Context: an optimization exercise on an open-source flow, tuned for small area, a short achievable clock period and few clock cycles. The choices shown serve that exercise and are no tape-out recipe.
Only simulation tests tie the RTL to the original design; equivalence was not proved.
Power and IR drop assume default switching activity.

== the reference run ==
## MU0
module MU0(in_data, rst_n, clk,
           out_data, out_address, memrq, rnw);
For scale: roughly 51 flip-flops, roughly 48 I/O pins, ~0.0032 mm2 of cells after synthesis.
==> flow/config.mk <==
export PLATFORM = sky130hd
export DESIGN_NAME = MU0
export DESIGN_NICKNAME = MU0
export VERILOG_FILES = /design/flow/design.v
export SDC_FILE = /design/flow/constraint.sdc
export NUM_CORES = 4
export LEC_CHECK = 0
export ABC_AREA = 1
export CAP_MARGIN = 20
export CORE_MARGIN = 2
export CORE_UTILIZATION = 40
export SETUP_SLACK_MARGIN = 2.6
export SLEW_MARGIN = 20
==> flow/constraint.sdc <==
create_clock -name core_clock -period 4.5 [get_ports {clk}]
set_input_delay 0.9000 -clock core_clock [delete_from_list [all_inputs] [get_ports {clk}]]
set_output_delay 0.9000 -clock core_clock [all_outputs]
set_load 0.01 [all_outputs]
standard.sh (not shown) runs the stock make flow with config.mk's settings and CLKGATE_MAP_FILE= SYNTH_SCRIPT=/design/flow/synth_recipe.tcl, a recipe that flattens the netlist after the stock synthesis.
==> flow/flow/run.sh <==
#!/bin/bash
set -euo pipefail
bash standard.sh BUFFER_PORTS_ARGS="-buffer_cell sky130_fd_sc_hd__buf_1" finish > standard.log 2>&1
Testbench counts of the reference run, summed over its fixed seeds: cycles 33,132.
Input-level comparison between the trial run and the reference run:
Settings: CAP_MARGIN now 0, was 20; SLEW_MARGIN now 0, was 20; SETUP_SLACK_MARGIN now 2.2, was 2.6.
[summary]
- Power density of the placed cells: the trial run and the reference run compared, lower one is the reference run
- On ratio of cells with drive above 1 in the final layout: between the trial run and the reference run, it ends up higher for the reference run.
- Between the reference run and the trial run, critical path depth decreased.

## lagoon
MU0 again, from the RTL that the note above started with.
==> flow/config.mk <==
export PLATFORM = sky130hd
export DESIGN_NAME = MU0
export DESIGN_NICKNAME = MU0
export VERILOG_FILES = /design/flow/design.v
export SDC_FILE = /design/flow/constraint.sdc
export NUM_CORES = 4
export LEC_CHECK = 0
export ABC_AREA = 1
export CAP_MARGIN = 20
export CORE_MARGIN = 2
export CORE_UTILIZATION = 40
export CTS_CLUSTER_DIAMETER = 100
export CTS_CLUSTER_SIZE = 50
export SETUP_SLACK_MARGIN = 2.2
export SLEW_MARGIN = 20
==> flow/constraint.sdc <==
create_clock -name core_clock -period 4.5 [get_ports {clk}]
set_input_delay 0.9000 -clock core_clock [delete_from_list [all_inputs] [get_ports {clk}]]
set_output_delay 0.9000 -clock core_clock [all_outputs]
set_load 0.01 [all_outputs]
Scripts as last shown in full above: flow/flow/run.sh
lagoon went all the way through synthesis, placement and routing and the layout is clean on timing, DRC and antenna.
Testbench counts of lagoon, summed over its fixed seeds: cycles 33,132.
Edits applied to the flow inputs when going from lagoon to pepper:
- a deleted CTS_CLUSTER_SIZE that had been 50
- a change of SETUP_SLACK_MARGIN from 2.2 to 2.3
- a change of CORE_UTILIZATION from 40 to 55
- a deleted CTS_CLUSTER_DIAMETER that had been 100
[summary]
Compared with lagoon, in pepper share of total power consumed by net switching has increased, power in the clock group decreased about 10%.
Post-synthesis instance area came out exactly the same in lagoon and pepper.
On post-layout instance area, pepper does worse than lagoon.
The internal power in pepper is 0.943 times that in lagoon.
From lagoon to pepper the numbers moved as follows: share of cell area taken by flip-flops and latches has decreased, switching power total now larger.
The inputs of sierra differ from those of pepper as listed below.
- a change of CORE_UTILIZATION from 55 to 50
- a change of SETUP_SLACK_MARGIN from 2.3 to 2.2
Share of the final layout cell area in multi-input gates (sierra over pepper): decrease, 2.2 points. From pepper to sierra, number of buffers added to fix hold violations after cts did not move at all. Changes observed in sierra relative to pepper: sequential cell count roughly the same; final hold slack lower; number of global-route vias before repair lower; proportion of synthesized chip area in sequential cells roughly the same. Each of the runs, namely pepper and sierra, reached the end of the flow and came out clean. Actual transition at the worst max-transition pin, pepper and sierra: smaller value in pepper. Diff sierra..pepper | multi-input gate count | unchanged. Delta(number of cells traversed by the worst register-to-register path, sierra - pepper) < 0.
## Diff of input files: indigo against sierra
- swapping 50 for 60 in CORE_UTILIZATION
- swapping 20 for 0 in CAP_MARGIN
- swapping 20 for 0 in SLEW_MARGIN
- clearing ABC_AREA, which used to be 1
- swapping 2.2 for 2.0 in SETUP_SLACK_MARGIN
==> comparison <==
Between sierra and indigo, the maximum single-stage delay on the critical path figures differ only marginally.
Comparing share of synthesized cell area in full adder, half adder and majority cells for indigo and sierra, the bigger number came from indigo.
Number of nets produced by synthesis is lower on indigo
Relative to sierra, the weighted congestion at the end of routability-driven global placement of indigo is lower by about 2%.
Hold slack was higher in the run labelled sierra.
From sierra to indigo the numbers moved as follows: maximum frequency fell by about 12%; power dissipated in combinational cells rose by about 10%.
indigo vs sierra — number of buffers outside the clock class in the layout climbed by more than 10%
Re max-slew violation count: no difference whatsoever between sierra and indigo.
The inputs of nickel differ from those of indigo as listed below.
- CORE_UTILIZATION now 40, was 60
- CAP_MARGIN now 20, was 0
- ABC_AREA now 1, previously not set
- SLEW_MARGIN now 20, was 0
- SETUP_SLACK_MARGIN now 2.4, was 2.0
Looking at buffer share of cell area, nickel sits above indigo.
Relative to indigo, the global-route usage of nickel is lower by 6.6 points.
Run comparison: indigo most frequent standard cell in the layout excluding fill and tap cells sky130_fd_sc_hd__dfxtp_1; nickel most frequent standard cell in the layout excluding fill and tap cells sky130_fd_sc_hd__nand2_1
Going from indigo to nickel, area of placed instances grows by 430 µm².
Diff indigo -> nickel: power increased by about 1.7% relative to the old numbers, amount of wire on met3 after detailed routing moved up, total congestion overflow after global routing ~0 delta, full die area went up about 56%.
Modified inputs, ember compared to nickel
- CORE_UTILIZATION: 40 -> 55
- SETUP_SLACK_MARGIN: 2.4 -> 2.2
Results
Where total routed wirelength is concerned, nickel is outperformed by ember.
ember: iteration count of the initial detailed-routing pass 2 below nickel
ember vs nickel — final cell count dropped 44.
Summary of ember over nickel: relative slew slack -6.2 points, fraction of layout cells with a size suffix above 1 went down 20 points, detailed route wirelength on metal2 saw a decrease.
ember vs nickel — final routed wire length divided by cell count dropped about 13%.

## afterwards: timing with drivers on the ports
The results above use ideal ports. As a check the final layouts listed here were re-extracted and re-timed, cells and wires unchanged.
Step 1 sets driving cells, clkbuf_16 on the clock port and buf_2 on the other inputs (assumed; they add their load-dependent delay and slew).
Step 2 times the ports against the registers' clock, not the clock port: input delays grow and output delays shrink by t, the midpoint of the rising clock arrivals with the driver on.
Slacks: ideal ports / drivers / drivers and shift; pairs: ideal ports / drivers.
| run | t, ns | setup slack, ns | hold WS [ns] |
|---|---|---|---|
| the reference run | 0.335 | 2.304 / 2.305 / 1.970 | 0.569 / 0.569 / 0.569 |
| the trial run | 0.327 | 2.294 / 2.264 / 1.991 | 0.529 / 0.529 / 0.529 |
| lagoon | 0.327 | 2.294 / 2.264 / 1.991 | 0.529 / 0.529 / 0.529 |
| pepper | 0.341 | 2.355 / 2.323 / 2.065 | 0.530 / 0.530 / 0.530 |
| sierra | 0.334 | 2.315 / 2.285 / 2.006 | 0.526 / 0.526 / 0.526 |
| indigo | 0.323 | 2.007 / 2.000 / 1.677 | 0.458 / 0.458 / 0.458 |
| nickel | 0.335 | 2.356 / 2.326 / 2.042 | 0.527 / 0.527 / 0.527 |
| ember | 0.320 | 2.325 / 2.297 / 2.023 | 0.528 / 0.528 / 0.528 |
After both steps every run listed still meets setup and hold. For the reference run, which loses most, drivers alone change the setup slack by +0.001 ns; drivers and shift together by -0.334 ns.
